This design comes from an exercise in tuning for small area, a short achievable clock period and few clock cycles on the open sky130 flow, not from production work.
At most, simulation tests tie the RTL to the original design; equivalence was not proved.
No activity file was given, so power comes from the tool's default toggle rates.

## lane 1
Design div, start of the top module:
module div (
    input wire clk,
    input wire rst_n,
    input wire [32-1:0] dividend_i,
    input wire [32-1:0] divisor_i,
    input wire                       start_i,
    input wire                       ctrl_ready_i,
    input wire [                3:0] op_i,
    output wire [32-1:0] result_o,
    output reg                        busy_o,
    output reg                        valid_o
);
==> module div, before the edit <==
module div (
    input wire clk,
    input wire rst_n,
    input wire [32-1:0] dividend_i,
    input wire [32-1:0] divisor_i,
    input wire                       start_i,
    input wire                       ctrl_ready_i,
    input wire [                3:0] op_i,
    output wire [32-1:0] result_o,
    output reg                        busy_o,
    output reg                        valid_o
);
    localparam [2:0] S_IDLE = 3'd0, S_PREP = 3'd1, S_ITER = 3'd2, S_FIN = 3'd3, S_FIX = 3'd4;
    reg  [2:0] state;
    reg [31:0] r;       
    reg [31:0] x;       
    reg [31:0] q;       
    reg  [4:0] cnt;
    reg  [4:0] pa, pb;  
    reg        sa, sb;  
    reg        is_rem, is_div;
    reg        eq_r, bz_r;
    function automatic [4:0] msb32(input [31:0] v);
        reg [7:0] nz;
        reg [1:0] p [0:7];
        reg [2:0] g;
        integer i;
        begin
            for (i = 0; i < 8; i = i + 1) begin
                nz[i]   = |v[4*i+:4];
                p[i][1] = v[4*i+3] | v[4*i+2];
                p[i][0] = v[4*i+3] | (~v[4*i+2] & v[4*i+1]);
            end
            g[2] = |nz[7:4];
            g[1] = g[2] ? (nz[7] | nz[6]) : (nz[3] | nz[2]);
            g[0] = g[2] ? (nz[7] | (~nz[6] & nz[5])) : (nz[3] | (~nz[2] & nz[1]));
            msb32 = {g, p[g]};
        end
    endfunction
    wire        sgn_i = op_i[0] | op_i[2];
    wire        sa_i  = sgn_i & dividend_i[31];
    wire        sb_i  = sgn_i & divisor_i[31];
    wire [31:0] a_m   = dividend_i ^ {32{sa_i}};    
    wire [31:0] b_m   = divisor_i ^ {32{sb_i}};     
    wire        cin = ~sb | (sa & (state == S_PREP));
    wire [32:0] sum = {1'b0, r} + {1'b0, x} + {32'd0, cin};
    wire        cout = sum[32];
    wire        prep = (state == S_PREP);
    wire [31:0] inc_in = prep ? r : (is_rem ? (r ^ {32{sa}}) : ~q);
    wire        inc_c  = (prep | is_rem) ? sa : 1'b1;
    wire [31:0] inc_out = inc_in + {31'd0, inc_c};
    wire [5:0] kk = {1'b0, pa} + {5'd0, sa} - {1'b0, pb};
    wire [4:0] k  = kk[4:0];
    reg  [31:0] x_init;
    always @(*) begin
        x_init = x;
        if (k[0]) x_init = {x_init[30:0], {1{~sb}}};
        if (k[1]) x_init = {x_init[29:0], {2{~sb}}};
        if (k[2]) x_init = {x_init[27:0], {4{~sb}}};
        if (k[3]) x_init = {x_init[23:0], {8{~sb}}};
        if (k[4]) x_init = {x_init[15:0], {16{~sb}}};
    end
    wire bz = ~sb & (&x);                           
    wire lt = ~cout;
    wire eq = ~sb & (&sum[31:0]);                   
    assign result_o = q;
    always @(posedge clk) begin
        if (!rst_n) begin
            state   <= S_IDLE;
            busy_o  <= 1'b0;
            valid_o <= 1'b0;
        end else begin
            case (state)
                S_IDLE: begin
                    r      <= a_m;
                    x      <= ~b_m;
                    pa     <= msb32(a_m);
                    pb     <= msb32(b_m | {31'd0, sb_i});
                    sa     <= sa_i;
                    sb     <= sb_i;
                    is_rem <= op_i[2] | op_i[3];
                    is_div <= op_i[0] | op_i[1];
                    if (ctrl_ready_i) begin
                        valid_o <= 1'b0;
                        if (start_i) begin
                            state  <= S_PREP;
                            busy_o <= 1'b1;
                        end
                    end
                end
                S_PREP: begin
                    r    <= inc_out;
                    x    <= x_init;
                    cnt  <= k;
                    q    <= is_rem ? inc_out : {32{bz}};
                    eq_r <= eq;
                    bz_r <= bz;
                    if (bz | lt) begin
                        if (sa & (is_rem | ~sb)) begin
                            state <= S_FIX;
                        end else begin
                            state   <= S_IDLE;
                            busy_o  <= 1'b0;
                            valid_o <= 1'b1;
                        end
                    end else begin
                        state <= S_ITER;
                    end
                end
                S_ITER: begin
                    if (cout) r <= sum[31:0];
                    q   <= {q[30:0], cout};
                    x   <= {1'b1, x[31:1]};
                    cnt <= cnt - 5'd1;
                    if (cnt == 5'd0) begin
                        if (is_rem | (is_div & (sa ^ sb))) begin
                            state <= S_FIN;
                        end else begin
                            state   <= S_IDLE;
                            busy_o  <= 1'b0;
                            valid_o <= 1'b1;
                        end
                    end
                end
                S_FIX: begin
                    if (eq_r) q <= {32{~is_rem}};
                    else      q <= is_rem ? inc_out : {32{bz_r}};
                    state   <= S_IDLE;
                    busy_o  <= 1'b0;
                    valid_o <= 1'b1;
                end
                default: begin   
                    q       <= inc_out;
                    state   <= S_IDLE;
                    busy_o  <= 1'b0;
                    valid_o <= 1'b1;
                end
            endcase
        end
    end
endmodule
make LEC_CHECK=0 ABC_AREA=1 CAP_MARGIN=20 CORE_MARGIN=2 CORE_UTILIZATION=40 PLACE_DENSITY=0.65 SETUP_SLACK_MARGIN=4.5 SLEW_MARGIN=20 finish   # period 8.0 ns
run.sh (not shown) runs the stock make flow with config.mk's settings and CLKGATE_MAP_FILE= SYNTH_SCRIPT=/design/flow/synth_recipe.tcl, a recipe that flattens the netlist after the stock synthesis.
Testbench counts of lane 1, summed over its fixed seeds: cycles 63,313.
Input-level comparison between lane 2 and lane 1:
--- a/flow/design.v
+++ b/flow/design.v
@@ -44,10 +44,12 @@
     wire [31:0] b_m   = divisor_i ^ {32{sb_i}};     
     wire        cin = ~sb | (sa & (state == S_PREP));
-    wire [32:0] sum = {1'b0, r} + {1'b0, x} + {32'd0, cin};
+    wire [32:0] sum;
     wire        cout = sum[32];
+    add32 u_add (.a(r), .b(x), .ci(cin), .s(sum));
     wire        prep = (state == S_PREP);
     wire [31:0] inc_in = prep ? r : (is_rem ? (r ^ {32{sa}}) : ~q);
     wire        inc_c  = (prep | is_rem) ? sa : 1'b1;
-    wire [31:0] inc_out = inc_in + {31'd0, inc_c};
+    wire [31:0] inc_out;
+    inc32 u_inc (.a(inc_in), .ci(inc_c), .s(inc_out));
     wire [5:0] kk = {1'b0, pa} + {5'd0, sa} - {1'b0, pb};
     wire [4:0] k  = kk[4:0];
@@ -140,2 +142,45 @@
     end
 endmodule
+module add32 (
+    input  wire [31:0] a,
+    input  wire [31:0] b,
+    input  wire        ci,
+    output wire [32:0] s
+);
+    reg [31:0] g [0:5];
+    reg [31:0] p [0:5];
+    integer l, i;
+    always @(*) begin
+        g[0] = a & b;
+        p[0] = a ^ b;
+        g[0][0] = g[0][0] | (p[0][0] & ci);
+        for (l = 0; l < 5; l = l + 1) begin
+            g[l+1] = g[l];
+            p[l+1] = p[l];
+            for (i = 0; i < 32; i = i + 1)
+                if ((i >> l) & 1) begin
+                    g[l+1][i] = g[l][i] | (p[l][i] & g[l][((i >> l) << l) - 1]);
+                    p[l+1][i] = p[l][i] & p[l][((i >> l) << l) - 1];
+                end
+        end
+    end
+    assign s = {g[5][31], (a ^ b) ^ {g[5][30:0], ci}};
+endmodule
+module inc32 (
+    input  wire [31:0] a,
+    input  wire        ci,
+    output wire [31:0] s
+);
+    reg [31:0] t [0:5];
+    integer l, i;
+    always @(*) begin
+        t[0] = a;
+        t[0][0] = a[0] & ci;
+        for (l = 0; l < 5; l = l + 1) begin
+            t[l+1] = t[l];
+            for (i = 0; i < 32; i = i + 1)
+                if ((i >> l) & 1) t[l+1][i] = t[l][i] & t[l][((i >> l) << l) - 1];
+        end
+    end
+    assign s = a ^ {t[5][30:0], ci};
+endmodule
### Flow results
[compare] base=lane 1 new=lane 2: design internal power grew by 3.2%, required time of the worst setup path grew by 120 ps, area taken by flip-flops and latches held steady, remaining max-slew budget at the tightest pin shrank by 21 points, setup slack shrank by 340 ps.
Lane 2 has maximum fanout along the worst path below what lane 1 had.
Going from lane 1 to lane 2, die area decreased by 9.6% relative to the old numbers; final cell count decreased by about 11% relative to the old numbers; first-iteration detailed-routing DRC count increased by 90 relative to the old numbers.
Function not checked in lane 2: the RTL went through the layout flow alone.

========
## run A
div, a different RTL version from the one above (not shown whole).
Size: about 2100 cells after synthesis, ~120 flip-flops, ~110 I/O pins, about 13000 um^2 of cells after synthesis.
==> module div, before the edit <==
module div (
    input wire clk,
    input wire rst_n,
    input wire [32-1:0] dividend_i,
    input wire [32-1:0] divisor_i,
    input wire                       start_i,
    input wire                       ctrl_ready_i,
    input wire [                3:0] op_i,
    output wire [32-1:0] result_o,
    output reg                        busy_o,
    output reg                        valid_o
);
    localparam [1:0] S_IDLE = 2'd0, S_PREP = 2'd1, S_ITER = 2'd2, S_FIN = 2'd3;
    reg  [1:0] state;
    reg [31:0] r;       
    reg [31:0] x;       
    reg [31:0] q;       
    reg  [4:0] cnt;
    reg  [4:0] pa, pb;  
    reg        sa, sb;  
    reg        is_rem;   
    reg        cin;      
    function automatic [4:0] msb32(input [31:0] v);
        reg [7:0] nz;
        reg [1:0] p [0:7];
        reg [2:0] g;
        integer i;
        begin
            for (i = 0; i < 8; i = i + 1) begin
                nz[i]   = |v[4*i+:4];
                p[i][1] = v[4*i+3] | v[4*i+2];
                p[i][0] = v[4*i+3] | (~v[4*i+2] & v[4*i+1]);
            end
            g[2] = |nz[7:4];
            g[1] = g[2] ? (nz[7] | nz[6]) : (nz[3] | nz[2]);
            g[0] = g[2] ? (nz[7] | (~nz[6] & nz[5])) : (nz[3] | (~nz[2] & nz[1]));
            msb32 = {g, p[g]};
        end
    endfunction
    wire        sgn_i = op_i[0] | op_i[2];
    wire        sa_i  = sgn_i & dividend_i[31];
    wire        sb_i  = sgn_i & divisor_i[31];
    wire [31:0] a_m   = dividend_i ^ {32{sa_i}};    
    wire [31:0] b_m   = divisor_i ^ {32{sb_i}};     
    wire [32:0] sum;
    wire        cout = sum[32];
    add32 u_add (.a(r), .b(x), .ci(cin), .s(sum));
    wire        prep = (state == S_PREP);
    wire [31:0] inc_in = prep ? r : (is_rem ? (r ^ {32{sa}}) : ~q);
    wire        inc_c  = (prep | is_rem) ? sa : 1'b1;
    wire [31:0] inc_out;
    inc32 u_inc (.a(inc_in), .ci(inc_c), .s(inc_out));
    wire [5:0] kk = {1'b0, pa} - {1'b0, pb};
    wire [4:0] k  = kk[4:0];
    reg  [31:0] x_init;
    always @(*) begin
        x_init = x;
        if (k[0]) x_init = {x_init[30:0], {1{~sb}}};
        if (k[1]) x_init = {x_init[29:0], {2{~sb}}};
        if (k[2]) x_init = {x_init[27:0], {4{~sb}}};
        if (k[3]) x_init = {x_init[23:0], {8{~sb}}};
        if (k[4]) x_init = {x_init[15:0], {16{~sb}}};
    end
    wire bz = ~sb & (&x);                           
    wire lt = ~cout;
    wire early = bz | ((sa & ~sb) ? kk[5] : lt);
    assign result_o = q;
    always @(posedge clk) begin
        if (!rst_n) begin
            state   <= S_IDLE;
            busy_o  <= 1'b0;
            valid_o <= 1'b0;
        end else begin
            case (state)
                S_IDLE: begin
                    if (ctrl_ready_i) begin
                        valid_o <= 1'b0;
                        if (start_i) begin
                            state  <= S_PREP;
                            busy_o <= 1'b1;
                        end
                    end
                end
                S_PREP: begin
                    if (early) begin
                        if (sa & is_rem) begin
                            state <= S_FIN;
                        end else begin
                            state   <= S_IDLE;
                            busy_o  <= 1'b0;
                            valid_o <= 1'b1;
                        end
                    end else begin
                        state <= S_ITER;
                    end
                end
                S_ITER: begin
                    if (cnt == 5'd0) begin
                        if (is_rem | (sa ^ sb)) begin
                            state <= S_FIN;
                        end else begin
                            state   <= S_IDLE;
                            busy_o  <= 1'b0;
                            valid_o <= 1'b1;
                        end
                    end
                end
                default: begin   
                    state   <= S_IDLE;
                    busy_o  <= 1'b0;
                    valid_o <= 1'b1;
                end
            endcase
        end
    end
    always @(posedge clk) begin
        pa <= sa_i ? msb32({~dividend_i[30:0], 1'b1}) : msb32(dividend_i);
        pb <= sb_i ? msb32(~divisor_i | 32'd1) : msb32(divisor_i);
        case (state)
            S_IDLE:  x <= ~b_m;
            S_PREP:  x <= x_init;
            default: x <= {1'b1, x[31:1]};
        endcase
        cnt <= (state == S_PREP) ? k : cnt - 5'd1;
        cin <= (state == S_IDLE) ? (sa_i | ~sb_i) : ~sb;
        case (state)
            S_IDLE: begin
                r      <= a_m;
                sa     <= sa_i;
                sb     <= sb_i;
                is_rem <= op_i[2] | op_i[3];
            end
            S_PREP: begin
                r <= inc_out;
                q <= is_rem ? inc_out : {32{bz}};
            end
            S_ITER: begin
                if (cout) r <= sum[31:0];
                q <= {q[30:0], cout};
            end
            default: begin   
                q <= inc_out;
            end
        endcase
    end
endmodule
export LEC_CHECK = 0
export ABC_AREA = 1
export CAP_MARGIN = 20
export CORE_MARGIN = 2
export CORE_UTILIZATION = 50
export CTS_BUF_LIST = sky130_fd_sc_hd__clkbuf_8
export PLACE_DENSITY = 0.65
export SETUP_SLACK_MARGIN = 4.75
export SLEW_MARGIN = 20
create_clock -name core_clock -period 8.0 [get_ports {clk}]
standard.sh (not shown) runs the stock make flow with config.mk's settings and CLKGATE_MAP_FILE= SYNTH_SCRIPT=/design/flow/synth_recipe.tcl, a recipe that flattens the netlist after the stock synthesis.
==> flow/flow/run.sh <==
#!/bin/bash
# The standard layout (the standard.sh, standard synthesis included),
# with the port buffers that ORFS inserts before global placement made
# from sky130_fd_sc_hd__buf_1 instead of the library's pick.
set -euo pipefail
export BUFFER_PORTS_ARGS="-buffer_cell sky130_fd_sc_hd__buf_1"
bash standard.sh > standard.log 2>&1
Here is what was changed in the inputs of run B compared with run A.
diff --git a/flow/design.v b/flow/design.v
--- a/flow/design.v
+++ b/flow/design.v
@@ -48,22 +48,22 @@
     wire        prep = (state == S_PREP);
     wire [31:0] inc_in = prep ? r : (is_rem ? (r ^ {32{sa}}) : ~q);
     wire        inc_c  = (prep | is_rem) ? sa : 1'b1;
     wire [31:0] inc_out;
     inc32 u_inc (.a(inc_in), .ci(inc_c), .s(inc_out));
-    wire [5:0] kk = {1'b0, pa} - {1'b0, pb};
+    wire [5:0] kk = {1'b0, pa} + {5'd0, sa} - {1'b0, pb};
     wire [4:0] k  = kk[4:0];
     reg  [31:0] x_init;
     always @(*) begin
         x_init = x;
         if (k[0]) x_init = {x_init[30:0], {1{~sb}}};
         if (k[1]) x_init = {x_init[29:0], {2{~sb}}};
         if (k[2]) x_init = {x_init[27:0], {4{~sb}}};
         if (k[3]) x_init = {x_init[23:0], {8{~sb}}};
         if (k[4]) x_init = {x_init[15:0], {16{~sb}}};
     end
-    wire bz = ~sb & (&x);                           
+    wire bz = ~sb & (pb == 5'd0) & x[0];
     wire lt = ~cout;
     wire early = bz | ((sa & ~sb) ? kk[5] : lt);
     assign result_o = q;
     always @(posedge clk) begin
         if (!rst_n) begin
@@ -112,12 +112,12 @@
                 end
             endcase
         end
     end
     always @(posedge clk) begin
-        pa <= sa_i ? msb32({~dividend_i[30:0], 1'b1}) : msb32(dividend_i);
-        pb <= sb_i ? msb32(~divisor_i | 32'd1) : msb32(divisor_i);
+        pa <= msb32(a_m);
+        pb <= msb32(b_m | {31'd0, sb_i});
         case (state)
             S_IDLE:  x <= ~b_m;
             S_PREP:  x <= x_init;
             default: x <= {1'b1, x[31:1]};
         endcase
Findings:
- Per the comparison of run B with run A, share of the core filled with cells in the final layout went up 1.6 points; total wire length went down about 10%; via count went down about 6.6%.
- Area: run B vs run A -> run B smaller
- Run A → run B: leakage power -1.2%; fraction of the mapped netlist area in compound gates fell 0.95 points; multi-input logic area fell 6.3%.
- Going from run A to run B, fraction of the yosys area taken by sequential cells climbed 1.3 points; final cell count shows a reduction of 106; half-perimeter wire length of the detailed placement result decreased by 4.7 mm relative to the old numbers; power spent charging and discharging nets decreased 4.6%; peak supply drop decreased by 10% relative to the old numbers.
- Relative to run A, clock skew has gone down in run B.
- [run B] final-layout non-clock buffer area share rose 1.7 points relative to run A
Testbench counts of run B, summed over its fixed seeds: cycles 63,187.
For run A, only the layout was checked, not whether the RTL still works.

========
The RTL this note starts from:
==> flow/design.v <==
module div (
    input wire clk,
    input wire rst_n,
    input wire [32-1:0] dividend_i,
    input wire [32-1:0] divisor_i,
    input wire                       start_i,
    input wire                       ctrl_ready_i,
    input wire [                3:0] op_i,
    output wire [32-1:0] result_o,
    output reg                        busy_o,
    output reg                        valid_o
);
    localparam [1:0] S_IDLE = 2'd0, S_PREP = 2'd1, S_ITER = 2'd2, S_FIN = 2'd3;
    reg  [1:0] state;
    reg [31:0] r;       
    reg [31:0] x;       
    reg [31:0] q;       
    reg  [4:0] cnt;
    reg  [4:0] pa, pb;  
    reg        sa, sb;  
    reg        is_rem;   
    function automatic [4:0] msb32(input [31:0] v);
        reg [7:0] nz;
        reg [1:0] p [0:7];
        reg [2:0] g;
        integer i;
        begin
            for (i = 0; i < 8; i = i + 1) begin
                nz[i]   = |v[4*i+:4];
                p[i][1] = v[4*i+3] | v[4*i+2];
                p[i][0] = v[4*i+3] | (~v[4*i+2] & v[4*i+1]);
            end
            g[2] = |nz[7:4];
            g[1] = g[2] ? (nz[7] | nz[6]) : (nz[3] | nz[2]);
            g[0] = g[2] ? (nz[7] | (~nz[6] & nz[5])) : (nz[3] | (~nz[2] & nz[1]));
            msb32 = {g, p[g]};
        end
    endfunction
    wire        sgn_i = op_i[0] | op_i[2];
    wire        sa_i  = sgn_i & dividend_i[31];
    wire        sb_i  = sgn_i & divisor_i[31];
    wire [31:0] a_m   = dividend_i ^ {32{sa_i}};    
    wire [31:0] b_m   = divisor_i ^ {32{sb_i}};     
    wire        cin = ~sb | (sa & (state == S_PREP));
    wire [32:0] sum;
    wire        cout = sum[32];
    add32 u_add (.a(r), .b(x), .ci(cin), .s(sum));
    wire        prep = (state == S_PREP);
    wire [31:0] inc_in = prep ? r : (is_rem ? (r ^ {32{sa}}) : ~q);
    wire        inc_c  = (prep | is_rem) ? sa : 1'b1;
    wire [31:0] inc_out;
    inc32 u_inc (.a(inc_in), .ci(inc_c), .s(inc_out));
    wire [5:0] kk = {1'b0, pa} - {1'b0, pb};
    wire [4:0] k  = kk[4:0];
    reg  [31:0] x_init;
    always @(*) begin
        x_init = x;
        if (k[0]) x_init = {x_init[30:0], {1{~sb}}};
        if (k[1]) x_init = {x_init[29:0], {2{~sb}}};
        if (k[2]) x_init = {x_init[27:0], {4{~sb}}};
        if (k[3]) x_init = {x_init[23:0], {8{~sb}}};
        if (k[4]) x_init = {x_init[15:0], {16{~sb}}};
    end
    wire bz = ~sb & (&x);                           
    wire lt = ~cout;
    wire early = bz | ((sa & ~sb) ? kk[5] : lt);
    assign result_o = q;
    always @(posedge clk) begin
        if (!rst_n) begin
            state   <= S_IDLE;
            busy_o  <= 1'b0;
            valid_o <= 1'b0;
        end else begin
            case (state)
                S_IDLE: begin
                    if (ctrl_ready_i) begin
                        valid_o <= 1'b0;
                        if (start_i) begin
                            state  <= S_PREP;
                            busy_o <= 1'b1;
                        end
                    end
                end
                S_PREP: begin
                    if (early) begin
                        if (sa & is_rem) begin
                            state <= S_FIN;
                        end else begin
                            state   <= S_IDLE;
                            busy_o  <= 1'b0;
                            valid_o <= 1'b1;
                        end
                    end else begin
                        state <= S_ITER;
                    end
                end
                S_ITER: begin
                    if (cnt == 5'd0) begin
                        if (is_rem | (sa ^ sb)) begin
                            state <= S_FIN;
                        end else begin
                            state   <= S_IDLE;
                            busy_o  <= 1'b0;
                            valid_o <= 1'b1;
                        end
                    end
                end
                default: begin   
                    state   <= S_IDLE;
                    busy_o  <= 1'b0;
                    valid_o <= 1'b1;
                end
            endcase
        end
    end
    always @(posedge clk) begin
        pa <= sa_i ? msb32({~dividend_i[30:0], 1'b1}) : msb32(dividend_i);
        pb <= sb_i ? msb32(~divisor_i | 32'd1) : msb32(divisor_i);
        case (state)
            S_IDLE:  x <= ~b_m;
            S_PREP:  x <= x_init;
            default: x <= {1'b1, x[31:1]};
        endcase
        cnt <= (state == S_PREP) ? k : cnt - 5'd1;
        case (state)
            S_IDLE: begin
                r      <= a_m;
                sa     <= sa_i;
                sb     <= sb_i;
                is_rem <= op_i[2] | op_i[3];
            end
            S_PREP: begin
                r <= inc_out;
                q <= is_rem ? inc_out : {32{bz}};
            end
            S_ITER: begin
                if (cout) r <= sum[31:0];
                q <= {q[30:0], cout};
            end
            default: begin   
                q <= inc_out;
            end
        endcase
    end
endmodule
module add32 (
    input  wire [31:0] a,
    input  wire [31:0] b,
    input  wire        ci,
    output wire [32:0] s
);
    reg [31:0] g [0:5];
    reg [31:0] p [0:5];
    integer l, i;
    always @(*) begin
        g[0] = a & b;
        p[0] = a ^ b;
        g[0][0] = g[0][0] | (p[0][0] & ci);
        for (l = 0; l < 5; l = l + 1) begin
            g[l+1] = g[l];
            p[l+1] = p[l];
            for (i = 0; i < 32; i = i + 1)
                if ((i >> l) & 1) begin
                    g[l+1][i] = g[l][i] | (p[l][i] & g[l][((i >> l) << l) - 1]);
                    p[l+1][i] = p[l][i] & p[l][((i >> l) << l) - 1];
                end
        end
    end
    assign s = {g[5][31], (a ^ b) ^ {g[5][30:0], ci}};
endmodule
module inc32 (
    input  wire [31:0] a,
    input  wire        ci,
    output wire [31:0] s
);
    reg [31:0] t [0:5];
    integer l, i;
    always @(*) begin
        t[0] = a;
        t[0][0] = a[0] & ci;
        for (l = 0; l < 5; l = l + 1) begin
            t[l+1] = t[l];
            for (i = 0; i < 32; i = i + 1)
                if ((i >> l) & 1) t[l+1][i] = t[l][i] & t[l][((i >> l) << l) - 1];
        end
    end
    assign s = a ^ {t[5][30:0], ci};
endmodule
Settings: LEC_CHECK=0, ABC_AREA=1, CAP_MARGIN=20, CORE_MARGIN=2, CORE_UTILIZATION=50, PLACE_DENSITY=0.65, SETUP_SLACK_MARGIN=4.75, SLEW_MARGIN=20; clock period 8.0 ns.
Scripts as last shown in full above: flow/flow/run.sh
Testbench counts at the start, summed over its fixed seeds: cycles 63,181.
Edit:
--- a/flow/design.v
+++ b/flow/design.v
@@ -50,7 +50,7 @@
     wire        inc_c  = (prep | is_rem) ? sa : 1'b1;
     wire [31:0] inc_out;
     inc32 u_inc (.a(inc_in), .ci(inc_c), .s(inc_out));
-    wire [5:0] kk = {1'b0, pa} - {1'b0, pb};
+    wire [5:0] kk = {1'b0, pa} + {5'd0, sa} - {1'b0, pb};
     wire [4:0] k  = kk[4:0];
     reg  [31:0] x_init;
     always @(*) begin
@@ -114,8 +114,8 @@
         end
     end
     always @(posedge clk) begin
-        pa <= sa_i ? msb32({~dividend_i[30:0], 1'b1}) : msb32(dividend_i);
-        pb <= sb_i ? msb32(~divisor_i | 32'd1) : msb32(divisor_i);
+        pa <= msb32(a_m);
+        pb <= msb32(b_m | {31'd0, sb_i});
         case (state)
             S_IDLE:  x <= ~b_m;
             S_PREP:  x <= x_init;
What happened: Final area stays flat; setup slack improved by 62 ps; power increases by about 1%; critical path depth rises by 8; wire length came out lower by 7.3%; clock-buffer cell count increases by 2; combinational power rises by about 3%; die area decreases by 2.6%; synthesized cell count is lower by about 3.8%; synthesized area is lower by about 2.7%; utilization increases by 1.7 points; non-clock buffer count rises by 18; via count goes down by 4.4%; maximum frequency went up by 2.0%.
Testbench counts after the change, summed over its fixed seeds: cycles 63,187.

[afterwards: timing with drivers on the ports]
In the flow no input, the clock included, has a driving cell. The finished layouts below were timed again as built, in two steps. Step 1 sets driving cells, clkbuf_16 on the clock port and buf_2 on the other inputs (assumed; they add their load-dependent delay and slew). Step 2 also shifts input and output timing later by t, the mid clock arrival at the registers, as if the neighbouring blocks saw the same clock. Slacks: ideal / step 1 / step 2; pairs: ideal / step 1.
run	t, ns	slack for setup (ns)	clock arrival spread, ns	worst register clock-pin slew, ns
lane 1	0.484	4.522 / 4.522 / 4.190	0.014 / 0.013	0.07 / 0.07
lane 2	0.475	4.178 / 4.178 / 4.111	0.014 / 0.015	0.07 / 0.07
run A	0.510	4.763 / 4.763 / 4.372	0.025 / 0.025	0.09 / 0.09
run B	0.506	4.838 / 4.851 / 4.360	0.020 / 0.020	0.09 / 0.09
the first run of note 3	0.482	4.773 / 4.804 / 4.322	0.014 / 0.014	0.07 / 0.07
the second run of note 3	0.480	4.834 / 4.856 / 4.380	0.014 / 0.014	0.06 / 0.06
After both steps setup and hold are still met in every run listed. The setup slack of run B, which loses most, moves by +0.013 ns with the drivers and by -0.478 ns with both steps.
